Context: an optimization exercise on an open-source flow, tuned for small area, a short achievable clock period and few clock cycles. The choices shown serve that exercise and are no tape-out recipe.
RTL that was checked went through simulation tests only; none was proved equivalent to the original.

==> v14 <==
## jt900h_alu
module jt900h_alu(
    input             rst,
    input             clk,
    input             cen,
    input      [31:0] op0,       
    input      [31:0] op1,       
    input      [31:0] op2,       
    input             bs,ws,qs,
    input             div_sign,       
    input             div,
    output            div_busy,
    input       [4:0] alu_sel,
    input       [2:0] cx_sel,
    input             nin, hin, cin, zin,
    output            s,z,p,c,v,
    output            h,
    output     [31:0] rslt
);
export LEC_CHECK = 0
export CAP_MARGIN = 20
export CORE_MARGIN = 2
export CORE_UTILIZATION = 55
export PLACE_DENSITY = 0.7
export SETUP_SLACK_MARGIN = 4
export SLEW_MARGIN = 20
create_clock -name core_clock -period 17.0 [get_ports {clk}]
standard.sh (not shown) runs the stock make flow with config.mk's settings and CLKGATE_MAP_FILE= SYNTH_SCRIPT=/design/flow/synth_recipe.tcl, a recipe that flattens the netlist after the stock synthesis.
==> flow/flow/run.sh <==
#!/bin/bash
# The standard layout, with plain buf_1 cells as the port buffers instead
# of the delay buffers buffer_ports picks by default. Every other step is the
# standard one. make's output goes to std_flow.log; ORFS keeps each step's log
# under orfs/logs.
set -euo pipefail
export BUFFER_PORTS_ARGS="-buffer_cell sky130_fd_sc_hd__buf_1"
bash standard.sh finish > std_flow.log 2>&1
==> v34: changes against v14 <==
--- a/flow/design.v
+++ b/flow/design.v
@@ -55,16 +55,19 @@
 wire        sign1 = len ? op1[15] : op1[7];
 wire        neg0  = sign & sign0;
 wire        neg1  = sign & sign1;
 wire [31:0] a     = neg0 ? -op0 : op0;           
 wire [15:0] dn    = len ? op1 ^ {16{~neg1}} : { 8'hff, op1[7:0] ^ {8{~neg1}} };
 wire [15:0] ahi   = len ? a[31:16] : { 8'd0, a[15:8] };
 wire [16:0] cmp0  = { 1'b0, ahi } + { 1'b1, dn } + { 16'd0, ~neg1 };
 wire        long0 = ~cmp0[16];
+wire [15:0] alo   = len ? a[15:0] : { 8'd0, a[7:0] };
+wire [16:0] cmpz  = { 1'b0, alo } + { 1'b1, dn } + { 16'd0, ~neg1 };
+wire        zq0   = ahi==0 && cmpz[16];
 wire [15:0] rs [0:STEPS];
 wire [15:0] ss [0:STEPS];
 assign rs[0] = r;
 assign ss[0] = s;
 genvar g;
 generate
     for( g=0; g<STEPS; g=g+1 ) begin : steps
         wire [16:0] t = { rs[g], ss[g][15] };
@@ -77,30 +80,30 @@
 endgenerate
 wire [15:0] rr = rs[STEPS];
 wire [15:0] sx = ss[STEPS];
 always @(posedge clk) begin
     if( start ) begin
         d   <= dn;
         dc  <= ~neg1;
         lng <= long0;
-        r   <= long0 ? 16'd0 : ahi;
-        s   <= len ? ( long0 ? a[31:16] : a[15:0] ) : ( long0 ? a[15:0] : { a[7:0], 8'd0 } );
+        r   <= zq0 ? alo : long0 ? 16'd0 : ahi;
+        s   <= zq0 ? 16'd0 : len ? ( long0 ? a[31:16] : a[15:0] ) : ( long0 ? a[15:0] : { a[7:0], 8'd0 } );
         cnt <= len ? ( long0 ? NQL-1 : NQL/2-1 ) : ( long0 ? NQL/2-1 : NQL/4-1 );
     end else begin
         r   <= rr;
         s   <= ( len && lng && cnt==NQL/2 ) ? a[15:0] : sx;
         cnt <= cnt - 1'd1;
     end
 end
 always @(posedge clk or posedge rst) begin
     if( rst )
         busy <= 0;
     else
-        busy <= start | ( busy && cnt!=0 );
+        busy <= ( start & ~zq0 ) | ( busy && cnt!=0 );
 end
 wire rsi = sign & (sign0 ^ sign1);
 assign quot = rsi  ? -s : s;
 assign rem  = neg0 ? -r : r;
 assign v    = lng | ( sign & ( len ? s[15] : s[7] ) );
 endmodule
 module jt900h_add17(input [16:0] a, input [16:0] b, input ci, output [16:0] s, output co);
 wire [16:0] p0 = a ^ b;
@@ -859,18 +862,17 @@
 wire s265 = c206 ^ s207 ^ pp8_13;
 wire c266 = ( c206 & s207 ) | ( c206 & pp8_13 ) | ( s207 & pp8_13 );
 wire s267 = c208 ^ s209 ^ 1'b1;
 wire c268 = ( c208 & s209 ) | ( c208 & 1'b1 ) | ( s209 & 1'b1 );
 wire s269 = c210 ^ pp7_17 ^ pp8_15;
 wire c270 = ( c210 & pp7_17 ) | ( c210 & pp8_15 ) | ( pp7_17 & pp8_15 );
 wire [31:0] r0 = { c268, c266, c264, c262, c260, c258, c256, c254, c252, c250, c248, c246, c244, c242, c240, c238, c236, c234, c232, c230, c228, c226, c224, c222, c220, c218, c216, c214, c212, s211, pp0_1, pp0_0 };
 wire [31:0] r1 = { s269, s267, s265, s263, s261, s259, s257, s255, s253, s251, s249, s247, s245, s243, s241, s239, s237, s235, s233, s231, s229, s227, s225, s223, s221, s219, s217, s215, s213, neg1, 1'b0, neg0 };
-wire co_unused;
-jt900h_add32sk u_add( .a(r0), .b(r1), .ci(1'b0), .s(p), .co(co_unused) );
+assign p = r0 + r1;
 endmodule
 module jt900h_add32(input [31:0] a, input [31:0] b, input ci, output [31:0] s, output co);
 wire [31:0] p0 = a ^ b;
 wire [31:0] g0 = a & b;
 wire gg0 = g0[0] | ( p0[0] & ci );
 wire g_1_0 = g0[1] | ( p0[1] & gg0 );
 wire g_3_2 = g0[3] | ( p0[3] & g0[2] );
 wire p_3_2 = p0[3] & p0[2];
@@ -957,186 +959,16 @@
 wire [32:0] c;
 assign c[0] = ci;
 assign c[1] = gg0;
 assign c[2] = g_1_0;
 assign c[3] = g_2_0;
 assign c[4] = g_3_0;
 assign c[5] = g_4_0;
 assign c[6] = g_5_0;
-assign c[7] = g_6_0;
-assign c[8] = g_7_0;
-assign c[9] = g_8_0;
-assign c[10] = g_9_0;
-assign c[11] = g_10_0;
-assign c[12] = g_11_0;
-assign c[13] = g_12_0;
-assign c[14] = g_13_0;
-assign c[15] = g_14_0;
-assign c[16] = g_15_0;
-assign c[17] = g_16_0;
-assign c[18] = g_17_0;
-assign c[19] = g_18_0;
-assign c[20] = g_19_0;
-assign c[21] = g_20_0;
-assign c[22] = g_21_0;
-assign c[23] = g_22_0;
-assign c[24] = g_23_0;
-assign c[25] = g_24_0;
-assign c[26] = g_25_0;
-assign c[27] = g_26_0;
-assign c[28] = g_27_0;
-assign c[29] = g_28_0;
-assign c[30] = g_29_0;
-assign c[31] = g_30_0;
-assign c[32] = g_31_0;
-assign s = p0 ^ c[31:0];
-assign co = c[32];
-endmodule
-module jt900h_add32sk(input [31:0] a, input [31:0] b, input ci, output [31:0] s, output co);
-wire [31:0] p0 = a ^ b;
-wire [31:0] g0 = a & b;
-wire gg0 = g0[0] | ( p0[0] & ci );
-wire g_1_0 = g0[1] | ( p0[1] & gg0 );
-wire g_3_2 = g0[3] | ( p0[3] & g0[2] );
-wire p_3_2 = p0[3] & p0[2];
-wire g_5_4 = g0[5] | ( p0[5] & g0[4] );
-wire p_5_4 = p0[5] & p0[4];
-wire g_7_6 = g0[7] | ( p0[7] & g0[6] );
-wire p_7_6 = p0[7] & p0[6];
-wire g_9_8 = g0[9] | ( p0[9] & g0[8] );
-wire p_9_8 = p0[9] & p0[8];
-wire g_11_10 = g0[11] | ( p0[11] & g0[10] );
-wire p_11_10 = p0[11] & p0[10];
-wire g_13_12 = g0[13] | ( p0[13] & g0[12] );
-wire p_13_12 = p0[13] & p0[12];
-wire g_15_14 = g0[15] | ( p0[15] & g0[14] );
-wire p_15_14 = p0[15] & p0[14];
-wire g_17_16 = g0[17] | ( p0[17] & g0[16] );
-wire p_17_16 = p0[17] & p0[16];
-wire g_19_18 = g0[19] | ( p0[19] & g0[18] );
-wire p_19_18 = p0[19] & p0[18];
-wire g_21_20 = g0[21] | ( p0[21] & g0[20] );
-wire p_21_20 = p0[21] & p0[20];
-wire g_23_22 = g0[23] | ( p0[23] & g0[22] );
-wire p_23_22 = p0[23] & p0[22];
-wire g_25_24 = g0[25] | ( p0[25] & g0[24] );
-wire p_25_24 = p0[25] & p0[24];
-wire g_27_26 = g0[27] | ( p0[27] & g0[26] );
-wire p_27_26 = p0[27] & p0[26];
-wire g_29_28 = g0[29] | ( p0[29] & g0[28] );
-wire p_29_28 = p0[29] & p0[28];
-wire g_31_30 = g0[31] | ( p0[31] & g0[30] );
-wire p_31_30 = p0[31] & p0[30];
-wire g_2_0 = g0[2] | ( p0[2] & g_1_0 );
-wire g_3_0 = g_3_2 | ( p_3_2 & g_1_0 );
-wire g_6_4 = g0[6] | ( p0[6] & g_5_4 );
-wire p_6_4 = p0[6] & p_5_4;
-wire g_7_4 = g_7_6 | ( p_7_6 & g_5_4 );
-wire p_7_4 = p_7_6 & p_5_4;
-wire g_10_8 = g0[10] | ( p0[10] & g_9_8 );
-wire p_10_8 = p0[10] & p_9_8;
-wire g_11_8 = g_11_10 | ( p_11_10 & g_9_8 );
-wire p_11_8 = p_11_10 & p_9_8;
-wire g_14_12 = g0[14] | ( p0[14] & g_13_12 );
-wire p_14_12 = p0[14] & p_13_12;
-wire g_15_12 = g_15_14 | ( p_15_14 & g_13_12 );
-wire p_15_12 = p_15_14 & p_13_12;
-wire g_18_16 = g0[18] | ( p0[18] & g_17_16 );
-wire p_18_16 = p0[18] & p_17_16;
-wire g_19_16 = g_19_18 | ( p_19_18 & g_17_16 );
-wire p_19_16 = p_19_18 & p_17_16;
-wire g_22_20 = g0[22] | ( p0[22] & g_21_20 );
-wire p_22_20 = p0[22] & p_21_20;
-wire g_23_20 = g_23_22 | ( p_23_22 & g_21_20 );
-wire p_23_20 = p_23_22 & p_21_20;
-wire g_26_24 = g0[26] | ( p0[26] & g_25_24 );
-wire p_26_24 = p0[26] & p_25_24;
-wire g_27_24 = g_27_26 | ( p_27_26 & g_25_24 );
-wire p_27_24 = p_27_26 & p_25_24;
-wire g_30_28 = g0[30] | ( p0[30] & g_29_28 );
-wire p_30_28 = p0[30] & p_29_28;
-wire g_31_28 = g_31_30 | ( p_31_30 & g_29_28 );
-wire p_31_28 = p_31_30 & p_29_28;
-wire g_4_0 = g0[4] | ( p0[4] & g_3_0 );
-wire g_5_0 = g_5_4 | ( p_5_4 & g_3_0 );
-wire g_6_0 = g_6_4 | ( p_6_4 & g_3_0 );
-wire g_7_0 = g_7_4 | ( p_7_4 & g_3_0 );
-wire g_12_8 = g0[12] | ( p0[12] & g_11_8 );
-wire p_12_8 = p0[12] & p_11_8;
-wire g_13_8 = g_13_12 | ( p_13_12 & g_11_8 );
-wire p_13_8 = p_13_12 & p_11_8;
-wire g_14_8 = g_14_12 | ( p_14_12 & g_11_8 );
-wire p_14_8 = p_14_12 & p_11_8;
-wire g_15_8 = g_15_12 | ( p_15_12 & g_11_8 );
-wire p_15_8 = p_15_12 & p_11_8;
-wire g_20_16 = g0[20] | ( p0[20] & g_19_16 );
-wire p_20_16 = p0[20] & p_19_16;
-wire g_21_16 = g_21_20 | ( p_21_20 & g_19_16 );
-wire p_21_16 = p_21_20 & p_19_16;
-wire g_22_16 = g_22_20 | ( p_22_20 & g_19_16 );
-wire p_22_16 = p_22_20 & p_19_16;
-wire g_23_16 = g_23_20 | ( p_23_20 & g_19_16 );
-wire p_23_16 = p_23_20 & p_19_16;
-wire g_28_24 = g0[28] | ( p0[28] & g_27_24 );
-wire p_28_24 = p0[28] & p_27_24;
-wire g_29_24 = g_29_28 | ( p_29_28 & g_27_24 );
-wire p_29_24 = p_29_28 & p_27_24;
-wire g_30_24 = g_30_28 | ( p_30_28 & g_27_24 );
-wire p_30_24 = p_30_28 & p_27_24;
-wire g_31_24 = g_31_28 | ( p_31_28 & g_27_24 );
-wire p_31_24 = p_31_28 & p_27_24;
-wire g_8_0 = g0[8] | ( p0[8] & g_7_0 );
-wire g_9_0 = g_9_8 | ( p_9_8 & g_7_0 );
-wire g_10_0 = g_10_8 | ( p_10_8 & g_7_0 );
-wire g_11_0 = g_11_8 | ( p_11_8 & g_7_0 );
-wire g_12_0 = g_12_8 | ( p_12_8 & g_7_0 );
-wire g_13_0 = g_13_8 | ( p_13_8 & g_7_0 );
-wire g_14_0 = g_14_8 | ( p_14_8 & g_7_0 );
-wire g_15_0 = g_15_8 | ( p_15_8 & g_7_0 );
-wire g_24_16 = g0[24] | ( p0[24] & g_23_16 );
-wire p_24_16 = p0[24] & p_23_16;
-wire g_25_16 = g_25_24 | ( p_25_24 & g_23_16 );
-wire p_25_16 = p_25_24 & p_23_16;
-wire g_26_16 = g_26_24 | ( p_26_24 & g_23_16 );
-wire p_26_16 = p_26_24 & p_23_16;
-wire g_27_16 = g_27_24 | ( p_27_24 & g_23_16 );
-wire p_27_16 = p_27_24 & p_23_16;
-wire g_28_16 = g_28_24 | ( p_28_24 & g_23_16 );
-wire p_28_16 = p_28_24 & p_23_16;
-wire g_29_16 = g_29_24 | ( p_29_24 & g_23_16 );
-wire p_29_16 = p_29_24 & p_23_16;
-wire g_30_16 = g_30_24 | ( p_30_24 & g_23_16 );
-wire p_30_16 = p_30_24 & p_23_16;
-wire g_31_16 = g_31_24 | ( p_31_24 & g_23_16 );
-wire p_31_16 = p_31_24 & p_23_16;
-wire g_16_0 = g0[16] | ( p0[16] & g_15_0 );
-wire g_17_0 = g_17_16 | ( p_17_16 & g_15_0 );
-wire g_18_0 = g_18_16 | ( p_18_16 & g_15_0 );
-wire g_19_0 = g_19_16 | ( p_19_16 & g_15_0 );
-wire g_20_0 = g_20_16 | ( p_20_16 & g_15_0 );
-wire g_21_0 = g_21_16 | ( p_21_16 & g_15_0 );
-wire g_22_0 = g_22_16 | ( p_22_16 & g_15_0 );
-wire g_23_0 = g_23_16 | ( p_23_16 & g_15_0 );
-wire g_24_0 = g_24_16 | ( p_24_16 & g_15_0 );
-wire g_25_0 = g_25_16 | ( p_25_16 & g_15_0 );
-wire g_26_0 = g_26_16 | ( p_26_16 & g_15_0 );
-wire g_27_0 = g_27_16 | ( p_27_16 & g_15_0 );
-wire g_28_0 = g_28_16 | ( p_28_16 & g_15_0 );
-wire g_29_0 = g_29_16 | ( p_29_16 & g_15_0 );
-wire g_30_0 = g_30_16 | ( p_30_16 & g_15_0 );
-wire g_31_0 = g_31_16 | ( p_31_16 & g_15_0 );
-wire [32:0] c;
-assign c[0] = ci;
-assign c[1] = gg0;
-assign c[2] = g_1_0;
-assign c[3] = g_2_0;
-assign c[4] = g_3_0;
-assign c[5] = g_4_0;
-assign c[6] = g_5_0;
 assign c[7] = g_6_0;
 assign c[8] = g_7_0;
 assign c[9] = g_8_0;
 assign c[10] = g_9_0;
 assign c[11] = g_10_0;
 assign c[12] = g_11_0;
 assign c[13] = g_12_0;
 assign c[14] = g_13_0;
==> v4: changes against v14 <==
--- a/flow/design.v
+++ b/flow/design.v
@@ -859,18 +859,17 @@
 wire s265 = c206 ^ s207 ^ pp8_13;
 wire c266 = ( c206 & s207 ) | ( c206 & pp8_13 ) | ( s207 & pp8_13 );
 wire s267 = c208 ^ s209 ^ 1'b1;
 wire c268 = ( c208 & s209 ) | ( c208 & 1'b1 ) | ( s209 & 1'b1 );
 wire s269 = c210 ^ pp7_17 ^ pp8_15;
 wire c270 = ( c210 & pp7_17 ) | ( c210 & pp8_15 ) | ( pp7_17 & pp8_15 );
 wire [31:0] r0 = { c268, c266, c264, c262, c260, c258, c256, c254, c252, c250, c248, c246, c244, c242, c240, c238, c236, c234, c232, c230, c228, c226, c224, c222, c220, c218, c216, c214, c212, s211, pp0_1, pp0_0 };
 wire [31:0] r1 = { s269, s267, s265, s263, s261, s259, s257, s255, s253, s251, s249, s247, s245, s243, s241, s239, s237, s235, s233, s231, s229, s227, s225, s223, s221, s219, s217, s215, s213, neg1, 1'b0, neg0 };
-wire co_unused;
-jt900h_add32sk u_add( .a(r0), .b(r1), .ci(1'b0), .s(p), .co(co_unused) );
+assign p = r0 + r1;
 endmodule
 module jt900h_add32(input [31:0] a, input [31:0] b, input ci, output [31:0] s, output co);
 wire [31:0] p0 = a ^ b;
 wire [31:0] g0 = a & b;
 wire gg0 = g0[0] | ( p0[0] & ci );
 wire g_1_0 = g0[1] | ( p0[1] & gg0 );
 wire g_3_2 = g0[3] | ( p0[3] & g0[2] );
 wire p_3_2 = p0[3] & p0[2];
@@ -957,186 +956,16 @@
 wire [32:0] c;
 assign c[0] = ci;
 assign c[1] = gg0;
 assign c[2] = g_1_0;
 assign c[3] = g_2_0;
 assign c[4] = g_3_0;
 assign c[5] = g_4_0;
 assign c[6] = g_5_0;
-assign c[7] = g_6_0;
-assign c[8] = g_7_0;
-assign c[9] = g_8_0;
-assign c[10] = g_9_0;
-assign c[11] = g_10_0;
-assign c[12] = g_11_0;
-assign c[13] = g_12_0;
-assign c[14] = g_13_0;
-assign c[15] = g_14_0;
-assign c[16] = g_15_0;
-assign c[17] = g_16_0;
-assign c[18] = g_17_0;
-assign c[19] = g_18_0;
-assign c[20] = g_19_0;
-assign c[21] = g_20_0;
-assign c[22] = g_21_0;
-assign c[23] = g_22_0;
-assign c[24] = g_23_0;
-assign c[25] = g_24_0;
-assign c[26] = g_25_0;
-assign c[27] = g_26_0;
-assign c[28] = g_27_0;
-assign c[29] = g_28_0;
-assign c[30] = g_29_0;
-assign c[31] = g_30_0;
-assign c[32] = g_31_0;
-assign s = p0 ^ c[31:0];
-assign co = c[32];
-endmodule
-module jt900h_add32sk(input [31:0] a, input [31:0] b, input ci, output [31:0] s, output co);
-wire [31:0] p0 = a ^ b;
-wire [31:0] g0 = a & b;
-wire gg0 = g0[0] | ( p0[0] & ci );
-wire g_1_0 = g0[1] | ( p0[1] & gg0 );
-wire g_3_2 = g0[3] | ( p0[3] & g0[2] );
-wire p_3_2 = p0[3] & p0[2];
-wire g_5_4 = g0[5] | ( p0[5] & g0[4] );
-wire p_5_4 = p0[5] & p0[4];
-wire g_7_6 = g0[7] | ( p0[7] & g0[6] );
-wire p_7_6 = p0[7] & p0[6];
-wire g_9_8 = g0[9] | ( p0[9] & g0[8] );
-wire p_9_8 = p0[9] & p0[8];
-wire g_11_10 = g0[11] | ( p0[11] & g0[10] );
-wire p_11_10 = p0[11] & p0[10];
-wire g_13_12 = g0[13] | ( p0[13] & g0[12] );
-wire p_13_12 = p0[13] & p0[12];
-wire g_15_14 = g0[15] | ( p0[15] & g0[14] );
-wire p_15_14 = p0[15] & p0[14];
-wire g_17_16 = g0[17] | ( p0[17] & g0[16] );
-wire p_17_16 = p0[17] & p0[16];
-wire g_19_18 = g0[19] | ( p0[19] & g0[18] );
-wire p_19_18 = p0[19] & p0[18];
-wire g_21_20 = g0[21] | ( p0[21] & g0[20] );
-wire p_21_20 = p0[21] & p0[20];
-wire g_23_22 = g0[23] | ( p0[23] & g0[22] );
-wire p_23_22 = p0[23] & p0[22];
-wire g_25_24 = g0[25] | ( p0[25] & g0[24] );
-wire p_25_24 = p0[25] & p0[24];
-wire g_27_26 = g0[27] | ( p0[27] & g0[26] );
-wire p_27_26 = p0[27] & p0[26];
-wire g_29_28 = g0[29] | ( p0[29] & g0[28] );
-wire p_29_28 = p0[29] & p0[28];
-wire g_31_30 = g0[31] | ( p0[31] & g0[30] );
-wire p_31_30 = p0[31] & p0[30];
-wire g_2_0 = g0[2] | ( p0[2] & g_1_0 );
-wire g_3_0 = g_3_2 | ( p_3_2 & g_1_0 );
-wire g_6_4 = g0[6] | ( p0[6] & g_5_4 );
-wire p_6_4 = p0[6] & p_5_4;
-wire g_7_4 = g_7_6 | ( p_7_6 & g_5_4 );
-wire p_7_4 = p_7_6 & p_5_4;
-wire g_10_8 = g0[10] | ( p0[10] & g_9_8 );
-wire p_10_8 = p0[10] & p_9_8;
-wire g_11_8 = g_11_10 | ( p_11_10 & g_9_8 );
-wire p_11_8 = p_11_10 & p_9_8;
-wire g_14_12 = g0[14] | ( p0[14] & g_13_12 );
-wire p_14_12 = p0[14] & p_13_12;
-wire g_15_12 = g_15_14 | ( p_15_14 & g_13_12 );
-wire p_15_12 = p_15_14 & p_13_12;
-wire g_18_16 = g0[18] | ( p0[18] & g_17_16 );
-wire p_18_16 = p0[18] & p_17_16;
-wire g_19_16 = g_19_18 | ( p_19_18 & g_17_16 );
-wire p_19_16 = p_19_18 & p_17_16;
-wire g_22_20 = g0[22] | ( p0[22] & g_21_20 );
-wire p_22_20 = p0[22] & p_21_20;
-wire g_23_20 = g_23_22 | ( p_23_22 & g_21_20 );
-wire p_23_20 = p_23_22 & p_21_20;
-wire g_26_24 = g0[26] | ( p0[26] & g_25_24 );
-wire p_26_24 = p0[26] & p_25_24;
-wire g_27_24 = g_27_26 | ( p_27_26 & g_25_24 );
-wire p_27_24 = p_27_26 & p_25_24;
-wire g_30_28 = g0[30] | ( p0[30] & g_29_28 );
-wire p_30_28 = p0[30] & p_29_28;
-wire g_31_28 = g_31_30 | ( p_31_30 & g_29_28 );
-wire p_31_28 = p_31_30 & p_29_28;
-wire g_4_0 = g0[4] | ( p0[4] & g_3_0 );
-wire g_5_0 = g_5_4 | ( p_5_4 & g_3_0 );
-wire g_6_0 = g_6_4 | ( p_6_4 & g_3_0 );
-wire g_7_0 = g_7_4 | ( p_7_4 & g_3_0 );
-wire g_12_8 = g0[12] | ( p0[12] & g_11_8 );
-wire p_12_8 = p0[12] & p_11_8;
-wire g_13_8 = g_13_12 | ( p_13_12 & g_11_8 );
-wire p_13_8 = p_13_12 & p_11_8;
-wire g_14_8 = g_14_12 | ( p_14_12 & g_11_8 );
-wire p_14_8 = p_14_12 & p_11_8;
-wire g_15_8 = g_15_12 | ( p_15_12 & g_11_8 );
-wire p_15_8 = p_15_12 & p_11_8;
-wire g_20_16 = g0[20] | ( p0[20] & g_19_16 );
-wire p_20_16 = p0[20] & p_19_16;
-wire g_21_16 = g_21_20 | ( p_21_20 & g_19_16 );
-wire p_21_16 = p_21_20 & p_19_16;
-wire g_22_16 = g_22_20 | ( p_22_20 & g_19_16 );
-wire p_22_16 = p_22_20 & p_19_16;
-wire g_23_16 = g_23_20 | ( p_23_20 & g_19_16 );
-wire p_23_16 = p_23_20 & p_19_16;
-wire g_28_24 = g0[28] | ( p0[28] & g_27_24 );
-wire p_28_24 = p0[28] & p_27_24;
-wire g_29_24 = g_29_28 | ( p_29_28 & g_27_24 );
-wire p_29_24 = p_29_28 & p_27_24;
-wire g_30_24 = g_30_28 | ( p_30_28 & g_27_24 );
-wire p_30_24 = p_30_28 & p_27_24;
-wire g_31_24 = g_31_28 | ( p_31_28 & g_27_24 );
-wire p_31_24 = p_31_28 & p_27_24;
-wire g_8_0 = g0[8] | ( p0[8] & g_7_0 );
-wire g_9_0 = g_9_8 | ( p_9_8 & g_7_0 );
-wire g_10_0 = g_10_8 | ( p_10_8 & g_7_0 );
-wire g_11_0 = g_11_8 | ( p_11_8 & g_7_0 );
-wire g_12_0 = g_12_8 | ( p_12_8 & g_7_0 );
-wire g_13_0 = g_13_8 | ( p_13_8 & g_7_0 );
-wire g_14_0 = g_14_8 | ( p_14_8 & g_7_0 );
-wire g_15_0 = g_15_8 | ( p_15_8 & g_7_0 );
-wire g_24_16 = g0[24] | ( p0[24] & g_23_16 );
-wire p_24_16 = p0[24] & p_23_16;
-wire g_25_16 = g_25_24 | ( p_25_24 & g_23_16 );
-wire p_25_16 = p_25_24 & p_23_16;
-wire g_26_16 = g_26_24 | ( p_26_24 & g_23_16 );
-wire p_26_16 = p_26_24 & p_23_16;
-wire g_27_16 = g_27_24 | ( p_27_24 & g_23_16 );
-wire p_27_16 = p_27_24 & p_23_16;
-wire g_28_16 = g_28_24 | ( p_28_24 & g_23_16 );
-wire p_28_16 = p_28_24 & p_23_16;
-wire g_29_16 = g_29_24 | ( p_29_24 & g_23_16 );
-wire p_29_16 = p_29_24 & p_23_16;
-wire g_30_16 = g_30_24 | ( p_30_24 & g_23_16 );
-wire p_30_16 = p_30_24 & p_23_16;
-wire g_31_16 = g_31_24 | ( p_31_24 & g_23_16 );
-wire p_31_16 = p_31_24 & p_23_16;
-wire g_16_0 = g0[16] | ( p0[16] & g_15_0 );
-wire g_17_0 = g_17_16 | ( p_17_16 & g_15_0 );
-wire g_18_0 = g_18_16 | ( p_18_16 & g_15_0 );
-wire g_19_0 = g_19_16 | ( p_19_16 & g_15_0 );
-wire g_20_0 = g_20_16 | ( p_20_16 & g_15_0 );
-wire g_21_0 = g_21_16 | ( p_21_16 & g_15_0 );
-wire g_22_0 = g_22_16 | ( p_22_16 & g_15_0 );
-wire g_23_0 = g_23_16 | ( p_23_16 & g_15_0 );
-wire g_24_0 = g_24_16 | ( p_24_16 & g_15_0 );
-wire g_25_0 = g_25_16 | ( p_25_16 & g_15_0 );
-wire g_26_0 = g_26_16 | ( p_26_16 & g_15_0 );
-wire g_27_0 = g_27_16 | ( p_27_16 & g_15_0 );
-wire g_28_0 = g_28_16 | ( p_28_16 & g_15_0 );
-wire g_29_0 = g_29_16 | ( p_29_16 & g_15_0 );
-wire g_30_0 = g_30_16 | ( p_30_16 & g_15_0 );
-wire g_31_0 = g_31_16 | ( p_31_16 & g_15_0 );
-wire [32:0] c;
-assign c[0] = ci;
-assign c[1] = gg0;
-assign c[2] = g_1_0;
-assign c[3] = g_2_0;
-assign c[4] = g_3_0;
-assign c[5] = g_4_0;
-assign c[6] = g_5_0;
 assign c[7] = g_6_0;
 assign c[8] = g_7_0;
 assign c[9] = g_8_0;
 assign c[10] = g_9_0;
 assign c[11] = g_10_0;
 assign c[12] = g_11_0;
 assign c[13] = g_12_0;
 assign c[14] = g_13_0;
==> flow/config.mk (replaced) <==
export PLATFORM = sky130hd
export DESIGN_NAME = jt900h_alu
export DESIGN_NICKNAME = jt900h_alu
export VERILOG_FILES = /design/flow/design.v
export SDC_FILE = /design/flow/constraint.sdc
export NUM_CORES = 4
export LEC_CHECK = 0
export CAP_MARGIN = 20
export CORE_MARGIN = 2
export CORE_UTILIZATION = 55
export PLACE_DENSITY = 0.7
export SETUP_SLACK_MARGIN = 3.5
export SLEW_MARGIN = 20
==> results.py <==
metrics = {
    "placed_design": {
        "dp.cells": 3871,
        "place.detailed.hpwl_um": 79900,
    },
    "outcome": {
        "status": "complete, no violations",
    },
    "setup_path": {
        "ff2ff_path_depth": 48,
    },
    "cells_and_area": {
        "seq_share_pct": 4.91,
    },
    "detailed_routing": {
        "met3_length_um": 13200,
    },
}
Source of the figures above: v34

==> results.py <==
metrics = {
    "synthesis": {
        "synth_compound_gate_area_share_pct": 31.3,
        "ys.warnings.count": 2,
    },
    "clocking": {
        "cts_root_buffer": "clkbuf_16",
    },
    "setup_path": {
        "critical_path_cell_count": 23,
        "ff2ff_path_depth": 41,
        "cp.required_ns": 13.60,
    },
    "placed_design": {
        "dp.cells": 3709,
        "place.detailed.hpwl_um": 76500,
    },
    "detailed_routing": {
        "met3_length_um": 12000,
    },
    "outcome": {
        "status": "complete, no violations",
    },
}
Source of the figures above: v4

==> results.py <==
metrics = {
    "setup_path": {
        "ff2ff_path_depth": 44,
    },
    "cells_and_area": {
        "seq_share_pct": 4.98,
    },
    "outcome": {
        "status": "complete, no violations",
    },
    "placed_design": {
        "io_buffers": 153,
        "place.detailed.hpwl_um": 77800,
        "dp.cells": 3619,
    },
    "detailed_routing": {
        "met3_length_um": 15300,
    },
}
Source of the figures above: v14

Testbench counts of v4, summed over its fixed seeds: cycles 34,238.
Function not checked in v14 and v34: the RTL went through the layout flow alone.

==> static timing again, ports no longer ideal <==
The flow's constraints put no driver on any port. The routed layouts listed below were extracted and timed again, unchanged, in two steps.
Step 1 assumes that a clkbuf_16 drives the clock port and a buf_2 every other input.
Step 2 times the ports against the registers' clock, not the clock port: input delays grow and output delays shrink by t, the midpoint of the rising clock arrivals with the driver on.
a / b / c = ideal ports / drivers / drivers and shift; a / b = the first two.
| run | shift t [ns] | setup slack, ns | worst slew at a driven data input, ns |
|---|---|---|---|
| v14 | 0.367 | 4.020 / 3.996 / 3.996 | 0.15 |
| v34 | 0.355 | 3.699 / 3.666 / 3.666 | 0.11 |
| v4 | 0.340 | 3.710 / 3.682 / 3.682 | 0.10 |
After both steps every run listed still meets setup and hold. The setup slack of v34, which loses most, moves by -0.033 ns with the drivers and by -0.033 ns with both steps.
